What follows belongs to an exercise in optimizing a design on an open flow for small area, a short achievable clock period and few clock cycles; a production flow would make more cautious choices.
In this exercise RTL edits were held to simulation tests only and were not proved equivalent to the original.
Power is estimated from default activity; no workload was simulated.

Setup of 06-22:
==> flow/design.v <==
module axi_stream_insert_header #(
parameter DATA_WD = 128,
parameter DATA_BYTE_WD = DATA_WD / 8,
parameter BYTE_CNT_WD = $clog2(DATA_BYTE_WD)
) (
input wire clk,
input wire rst_n,
input wire valid_in,
input wire [DATA_WD-1 : 0] data_in,
input wire [DATA_BYTE_WD-1 : 0] keep_in,
input wire last_in,
output wire ready_in,
output wire valid_out,
output wire [DATA_WD-1 : 0] data_out,
output wire [DATA_BYTE_WD-1 : 0] keep_out,
output wire last_out,
input wire ready_out,
input wire valid_insert,
input wire [DATA_WD-1 : 0] data_insert,
input wire [DATA_BYTE_WD-1 : 0] keep_insert,
input wire [BYTE_CNT_WD-1 : 0] byte_insert_cnt,
output wire ready_insert
);
localparam NB = DATA_BYTE_WD;
localparam CW = BYTE_CNT_WD;
localparam [1:0] S_HDR  = 2'd0;    
localparam [1:0] S_DATA = 2'd1;    
localparam [1:0] S_TAIL = 2'd2;    
reg [1:0] state;
reg [DATA_WD-1 : 0] carry;
reg [CW-1 : 0] hm1;                  
reg [CW-1 : 0] tail_m;               
reg [3:0] sa;                        
reg [3:0] sb;                        
wire beat_go = (state == S_DATA) && valid_in && ready_out;
wire tail_go = (state == S_TAIL) && ready_out;
wire [2*DATA_WD-9 : 0] joined = {carry, data_in[DATA_WD-1 : 8]};
wire [8*(NB+3)-1 : 0] ya = ({8*(NB+3){sa[0]}} & joined[0  +: 8*(NB+3)])
                         | ({8*(NB+3){sa[1]}} & joined[32 +: 8*(NB+3)])
                         | ({8*(NB+3){sa[2]}} & joined[64 +: 8*(NB+3)])
                         | ({8*(NB+3){sa[3]}} & joined[96 +: 8*(NB+3)]);
assign data_out = ({DATA_WD{sb[0]}} & ya[0  +: DATA_WD])
                | ({DATA_WD{sb[1]}} & ya[8  +: DATA_WD])
                | ({DATA_WD{sb[2]}} & ya[16 +: DATA_WD])
                | ({DATA_WD{sb[3]}} & ya[24 +: DATA_WD]);
wire [2*NB-1 : 0] kjoined = {{NB{1'b1}}, keep_in};
wire [NB+3 : 0] ka = ({(NB+4){sa[0]}} & kjoined[0  +: NB+4])
                   | ({(NB+4){sa[1]}} & kjoined[4  +: NB+4])
                   | ({(NB+4){sa[2]}} & kjoined[8  +: NB+4])
                   | ({(NB+4){sa[3]}} & kjoined[12 +: NB+4]);
wire [NB : 0] kwindow = ({(NB+1){sb[0]}} & ka[0 +: NB+1])
                      | ({(NB+1){sb[1]}} & ka[1 +: NB+1])
                      | ({(NB+1){sb[2]}} & ka[2 +: NB+1])
                      | ({(NB+1){sb[3]}} & ka[3 +: NB+1]);
wire fits = !kwindow[0];
wire pkt_end = tail_go || (beat_go && last_in && fits);
assign ready_in = (state == S_DATA) && ready_out;
assign ready_insert = (state == S_HDR) || pkt_end;
wire hdr_go = valid_insert && ready_insert;
assign valid_out = ((state == S_DATA) && valid_in) || (state == S_TAIL);
assign last_out = (state == S_TAIL) || (last_in && fits);
reg [CW-1 : 0] lowz;
integer i;
always @(*) begin
    lowz = 0;
    for (i = 0; i < NB - 1; i = i + 1)
        if (!keep_in[i])
            lowz = i + 1;
end
wire [NB-1 : 0] tail_keep = ~({1'b0, {(NB-1){1'b1}}} >> tail_m);
genvar g;
generate
    for (g = 0; g < NB; g = g + 1) begin : g_keep
        assign keep_out[g] = (state == S_TAIL) ? tail_keep[g] : kwindow[g + 1];
    end
endgenerate
always @(posedge clk or negedge rst_n) begin
    if (!rst_n) begin
        state <= S_HDR;
    end else begin
        if (hdr_go)
            state <= S_DATA;
        else if (pkt_end)
            state <= S_HDR;
        else if (beat_go && last_in)
            state <= S_TAIL;
    end
end
function [CW-1 : 0] sub;
    input [CW-1 : 0] a;
    input [CW-1 : 0] b;
    integer j;
    reg c;
    begin
        c = 1'b0;
        for (j = 0; j < CW; j = j + 1) begin
            sub[j] = a[j] ^ b[j] ^ c;
            c = (!a[j] && (b[j] || c)) || (b[j] && c);
        end
    end
endfunction
wire [CW-1 : 0] hm1_in = sub(byte_insert_cnt, 1);
wire [CW-1 : 0] end_m = sub(hm1, lowz);
wire hdr_sel = (state != S_DATA) || (last_in && fits);
always @(posedge clk) begin
    if (hdr_go || beat_go)
        carry <= hdr_sel ? data_insert : data_in;
    if (hdr_go) begin
        hm1 <= hm1_in;
        sa <= 4'b0001 << hm1_in[3:2];
        sb <= 4'b0001 << hm1_in[1:0];
    end
    if (beat_go)
        tail_m <= end_m;
end
endmodule
export LEC_CHECK = 0
export CAP_MARGIN = 20
export CORE_MARGIN = 2
export CORE_UTILIZATION = 40
export SETUP_SLACK_MARGIN = 2.7
export SLEW_MARGIN = 20
create_clock -name core_clock -period 6.5 [get_ports {clk}]
standard.sh (not shown) runs the stock make flow with config.mk's settings and CLKGATE_MAP_FILE= SYNTH_SCRIPT=/design/flow/synth_recipe.tcl, a recipe that flattens the netlist after the stock synthesis.
==> flow/flow/run.sh <==
#!/bin/bash
# Standard layout, with plain buf_1 cells as the port buffers.
cp standard.sh standard_sh.txt
export BUFFER_PORTS_ARGS="-buffer_cell sky130_fd_sc_hd__buf_1"
bash standard.sh > standard.log 2>&1
06-22 finished every stage and its layout cleared the timing, design-rule and antenna checks.
Testbench counts of 06-22, summed over its fixed seeds: cycles 16,082.
Changes in 09-12 relative to 06-22:
- a change of SETUP_SLACK_MARGIN from 2.7 to 2.5
## What came out
Summary: with 06-22 as the reference, pin count of the biggest net entering global routing in 09-12 moved up by a few percent.
09-12 vs. 06-22: post-layout instance area went down by about 2%.
[compare] base=06-22 new=09-12: wire length of the first global-routing pass fell by 2.5%, leakage power figure fell by 0.14 nW, met3 wire length fell by about 18%.

[re-timing with driven ports]
How much do the figures lean on ideal ports? The routed layouts below were timed once more, with nothing changed but the port constraints. Step 1 (the two cells are an assumption about what drives the block):
set clk [get_ports {clk}]
set_driving_cell -lib_cell sky130_fd_sc_hd__clkbuf_16 $clk
set_driving_cell -lib_cell sky130_fd_sc_hd__buf_2 [delete_from_list [all_inputs] $clk]
Step 2 also shifts input and output timing later by t, the mid clock arrival at the registers, as if the neighbouring blocks saw the same clock. Three values: ideal ports, drivers, drivers and shift; two values: the first two.
| run | shift t [ns] | setup slack, ns | worst setup path at the end | slew at the worst register clock pin (ns) | worst data-port slew with drivers (ns) |
|---|---|---|---|---|---|
| 06-22 | 0.511 | 2.548 / 2.502 / 2.502 | input to output | 0.07 / 0.07 | 0.09 |
| 09-12 | 0.508 | 2.538 / 2.485 / 2.473 | input to register | 0.07 / 0.07 | 0.08 |
After both steps every run listed still meets setup and hold. The setup slack of 09-12, which loses most, moves by -0.053 ns with the drivers and by -0.065 ns with both steps.
